This design comes from an exercise in tuning for small area on the open sky130 flow, not from production work.
Only simulation tests tie the RTL to the original design; equivalence was not proved.
No activity file was given, so power comes from the tool's default toggle rates.

==> flow/design.v (excerpt) <==
module cf_hdmi (
  hdmi_clk,
  rst,
  hdmi_vsync,
  hdmi_hsync,
  hdmi_data_e,
  hdmi_data,
  hdmi_fs_toggle,
  hdmi_raddr_g,
  hdmi_tpm_oos,
  mem_raddr,
  mem_rdata,
  vdma_fs_ret_toggle,
  vdma_fs_waddr,
  up_enable,
  up_tpg_enable,
  up_csc_bypass,
  up_hs_width,
  up_hs_count,
  up_hs_de_min,
  up_hs_de_max,
  up_vs_width,
  up_vs_count,
  up_vs_de_min,
  up_vs_de_max,
  up_cp_en,
  up_cp);
export LEC_CHECK = 0
export CAP_MARGIN = 20
export CORE_MARGIN = 2
export CORE_UTILIZATION = 40
export PLACE_DENSITY = 0.6
export SLEW_MARGIN = 20
create_clock -name core_clock -period 5.0 [get_ports {hdmi_clk}]
standard.sh (not shown) runs the stock make flow with config.mk's settings and CLKGATE_MAP_FILE= SYNTH_SCRIPT=/design/flow/synth_recipe.tcl, a recipe that flattens the netlist after the stock synthesis.
==> flow/flow/run.sh <==
#!/bin/bash
# Own layout flow: the standard synthesis, then an inverter polarity
# clean-up of its netlist around the full adders (flow/polopt.py, registers
# untouched), then the standard layout with the port buffers made from
# the smallest buffer cell and a clock tree with larger sink clusters and no
# dummy loads. Each step's full output goes to its own log file in the work
# folder.
set -euo pipefail
R=orfs/results/sky130hd/cf_hdmi/base
bash standard.sh synth > flow_synth.log 2>&1
cp $R/1_2_yosys.v flow_1_2_yosys_standard.v
python3 flow/polopt.py flow_1_2_yosys_standard.v $R/1_2_yosys.v > flow_polopt.log 2>&1
rm -f $R/1_synth.odb $R/1_synth.sdc
bash standard.sh synth > flow_synth_odb.log 2>&1
bash standard.sh "BUFFER_PORTS_ARGS=-buffer_cell sky130_fd_sc_hd__buf_1" \
  "CTS_ARGS=-sink_clustering_enable -repair_clock_nets -dont_use_dummy_load -sink_clustering_size 9 -sink_clustering_max_diameter 45 -buf_list sky130_fd_sc_hd__clkbuf_4" \
  finish > flow_layout.log 2>&1
Other scripts of this flow, unchanged in this note and not shown: flow/flow/polopt.py
Rerun with:
--- a/flow/flow/run.sh
+++ b/flow/flow/run.sh
@@ -15,3 +15,3 @@
 bash standard.sh "BUFFER_PORTS_ARGS=-buffer_cell sky130_fd_sc_hd__buf_1" \
-  "CTS_ARGS=-sink_clustering_enable -repair_clock_nets -dont_use_dummy_load -sink_clustering_size 9 -sink_clustering_max_diameter 45 -buf_list sky130_fd_sc_hd__clkbuf_4" \
+  "CTS_ARGS=-sink_clustering_enable -repair_clock_nets -dont_use_dummy_load -sink_clustering_size 24 -sink_clustering_max_diameter 80 -buf_list sky130_fd_sc_hd__clkbuf_16" \
   finish > flow_layout.log 2>&1
Setup slack gains 29 ps. Register-to-register slack gets better by 30 ps. Wire length came out lower by 0.61%. Worst hold slack improves by 54 ps. Flip-flop and latch count is unchanged. Count of clock-buffer cells in the layout decreases by 57. Total power is higher by 4.0%. Core utilization climbs by 0.32 points. Synthesized cell count is unchanged. Die area is unchanged.
Rerun with:
--- a/flow/flow/run.sh
+++ b/flow/flow/run.sh
@@ -4,4 +4,5 @@
 # untouched), then the standard layout with the port buffers made from
-# the smallest buffer cell and a clock tree with larger sink clusters and no
-# dummy loads. Each step's full output goes to its own log file in the work
+# the smallest buffer cell, a clock tree with larger sink clusters and no
+# dummy loads, and downsizing of gates off the critical paths after global
+# routing. Each step's full output goes to its own log file in the work
 # folder.
@@ -15,3 +16,4 @@
 bash standard.sh "BUFFER_PORTS_ARGS=-buffer_cell sky130_fd_sc_hd__buf_1" \
-  "CTS_ARGS=-sink_clustering_enable -repair_clock_nets -dont_use_dummy_load -sink_clustering_size 24 -sink_clustering_max_diameter 80 -buf_list sky130_fd_sc_hd__clkbuf_16" \
+  "CTS_ARGS=-sink_clustering_enable -repair_clock_nets -dont_use_dummy_load -sink_clustering_size 14 -sink_clustering_max_diameter 60 -buf_list sky130_fd_sc_hd__clkbuf_8" \
+  RECOVER_POWER=100 \
   finish > flow_layout.log 2>&1
This time the run produced a layout that fails on capacitance limit, slew limit.
Cell area went down by 0.80%.
Fmax is about the same.
Total power is lower by 2.7%.
Wire length rises by 0.49%.
Setup slack gets better by 5.9 ps.
Die area does not change.
Rerun with:
--- a/flow/flow/run.sh
+++ b/flow/flow/run.sh
@@ -4,5 +4,4 @@
 # untouched), then the standard layout with the port buffers made from
-# the smallest buffer cell, a clock tree with larger sink clusters and no
-# dummy loads, and downsizing of gates off the critical paths after global
-# routing. Each step's full output goes to its own log file in the work
+# the smallest buffer cell and a clock tree with larger sink clusters and no
+# dummy loads. Each step's full output goes to its own log file in the work
 # folder.
@@ -17,3 +16,2 @@
   "CTS_ARGS=-sink_clustering_enable -repair_clock_nets -dont_use_dummy_load -sink_clustering_size 14 -sink_clustering_max_diameter 60 -buf_list sky130_fd_sc_hd__clkbuf_8" \
-  RECOVER_POWER=100 \
   finish > flow_layout.log 2>&1
Settings changed: CORE_UTILIZATION 40 to 60, PLACE_DENSITY 0.6 to 0.75.
The new run went through all stages and came out clean.
Clock skew rises by 3.3 ps.
Global-route usage rises by 7.5 points.
Final cell count falls by 8.7%.
Worst setup slack degrades by 81 ps.
Critical path depth rises by 1.
Wire length falls by 7.5%.
Total power falls by 1.2%.
Non-clock buffer count falls by 2.
Maximum frequency falls by 1.7%.


## alpha
cf_hdmi again, from the RTL that the note above started with.
==> flow/config.mk <==
export PLATFORM = sky130hd
export DESIGN_NAME = cf_hdmi
export DESIGN_NICKNAME = cf_hdmi
export VERILOG_FILES = /design/flow/design.v
export SDC_FILE = /design/flow/constraint.sdc
export NUM_CORES = 4
export LEC_CHECK = 0
export ABC_AREA = 1
export CAP_MARGIN = 20
export CORE_MARGIN = 2
export CORE_UTILIZATION = 40
export PLACE_DENSITY = 0.6
export SLEW_MARGIN = 20
==> flow/constraint.sdc <==
create_clock -name core_clock -period 5.0 [get_ports {hdmi_clk}]
set_input_delay 1.0000 -clock core_clock [delete_from_list [all_inputs] [get_ports {hdmi_clk}]]
set_output_delay 1.0000 -clock core_clock [all_outputs]
set_load 0.01 [all_outputs]
==> flow/flow/run.sh <==
#!/bin/bash
# Own layout flow: the standard synthesis; an inverter polarity clean-up
# of its netlist around the full and half adders (flow/polopt.py); an
# area-oriented re-mapping of the other gates with ABC (flow/remap.ys,
# flip-flops and adders kept with their names and cells); then the standard flow's
# standard layout with the port buffers made from the smallest buffer cell
# and a clock tree with larger sink clusters and no dummy loads. Each step's
# full output goes to its own log file in the work folder.
set -euo pipefail
R=orfs/results/sky130hd/cf_hdmi/base
YOSYS=${YOSYS_EXE:-$FLOW_HOME/../tools/install/yosys/bin/yosys}
LIB=$FLOW_HOME/platforms/sky130hd/lib/sky130_fd_sc_hd__tt_025C_1v80.lib
bash standard.sh synth > flow_synth.log 2>&1
cp $R/1_2_yosys.v flow_1_2_yosys_standard.v
python3 flow/polopt.py flow_1_2_yosys_standard.v flow_1_2_yosys_pol.v > flow_polopt.log 2>&1
sed "s#LIBFILE#$LIB#g" flow/remap.ys > flow_remap.ys
$YOSYS -s flow_remap.ys > flow_remap.log 2>&1
python3 flow/fixnet.py flow_remap_all.v $R/1_2_yosys.v > flow_fixnet.log 2>&1
rm -f $R/1_synth.odb $R/1_synth.sdc
bash standard.sh synth > flow_synth_odb.log 2>&1
bash standard.sh "BUFFER_PORTS_ARGS=-buffer_cell sky130_fd_sc_hd__buf_1" \
  "CTS_ARGS=-sink_clustering_enable -repair_clock_nets -dont_use_dummy_load -sink_clustering_size 9 -sink_clustering_max_diameter 45 -buf_list sky130_fd_sc_hd__clkbuf_4" \
  finish > flow_layout.log 2>&1
Other scripts of this flow, unchanged in this note and not shown: flow/flow/abc_area_map.script, flow/flow/fixnet.py, flow/flow/polopt.py, flow/flow/remap.ys
The flow did not stop early for alpha: all stages ran, and the layout cleared the timing, design-rule and antenna checks.
Inputs modified between alpha and beta:
# alpha
export LEC_CHECK = 0
export ABC_AREA = 1
export CAP_MARGIN = 20
export CORE_MARGIN = 2
export CORE_UTILIZATION = 40
export PLACE_DENSITY = 0.6
export SLEW_MARGIN = 20
create_clock -name core_clock -period 5.0 [get_ports {hdmi_clk}]
# beta
export LEC_CHECK = 0
export CAP_MARGIN = 20
export CORE_MARGIN = 2
export CORE_UTILIZATION = 40
export PLACE_DENSITY = 0.6
export SLEW_MARGIN = 20
create_clock -name core_clock -period 5.0 [get_ports {hdmi_clk}]
## What came out
For alpha, the beginning of the critical path was hs_count[1]$_SDFF_PP0_, unlike beta, where it was pix_3[10]$_DFF_P_.
Global-route usage over all layers on beta is up relative to alpha.
Compared with alpha, beta shows a higher fmax.
Share of the cycle needed by the critical path after routing was lower in the run labelled beta.
Of the two values seen for critical path capture point, vs_count[8]$_SDFFE_PP0P_ was produced by alpha and csc_4[6]$_DFF_P_ by beta.

[static timing again, ports no longer ideal]
No port has a modelled driver above. Below, the same layouts with a new extraction and two added sets of constraints.
Step 1 (the two cells are an assumption about what drives the block):
set clk [get_ports {hdmi_clk}]
set_driving_cell -lib_cell sky130_fd_sc_hd__clkbuf_16 $clk
set_driving_cell -lib_cell sky130_fd_sc_hd__buf_2 [delete_from_list [all_inputs] $clk]
Step 2 moves the port delays by t, midway between the first and last clock arrival at a register: inputs arrive t later, outputs are due t later. That takes back most of the time a late clock gives input paths.
Three values: no drivers, after step 1, after step 2; two values: the first two.
| run | shift t [ns] | setup slack, ns | worst setup path at the end |
|---|---|---|---|
| the first run of note 1 | 0.860 | 0.299 / 0.299 / 0.299 | register to register |
| the second run of note 1 | 0.613 | 0.328 / 0.328 / 0.328 | register to register |
| the third run of note 1 | 0.704 | 0.333 / 0.333 / 0.333 | register to register |
| the fourth run of note 1 | 0.693 | 0.252 / 0.252 / 0.252 | register to register |
| alpha | 0.883 | 0.364 / 0.364 / 0.364 | register to register |
| beta | 0.873 | 0.386 / 0.386 / 0.386 | register to register |
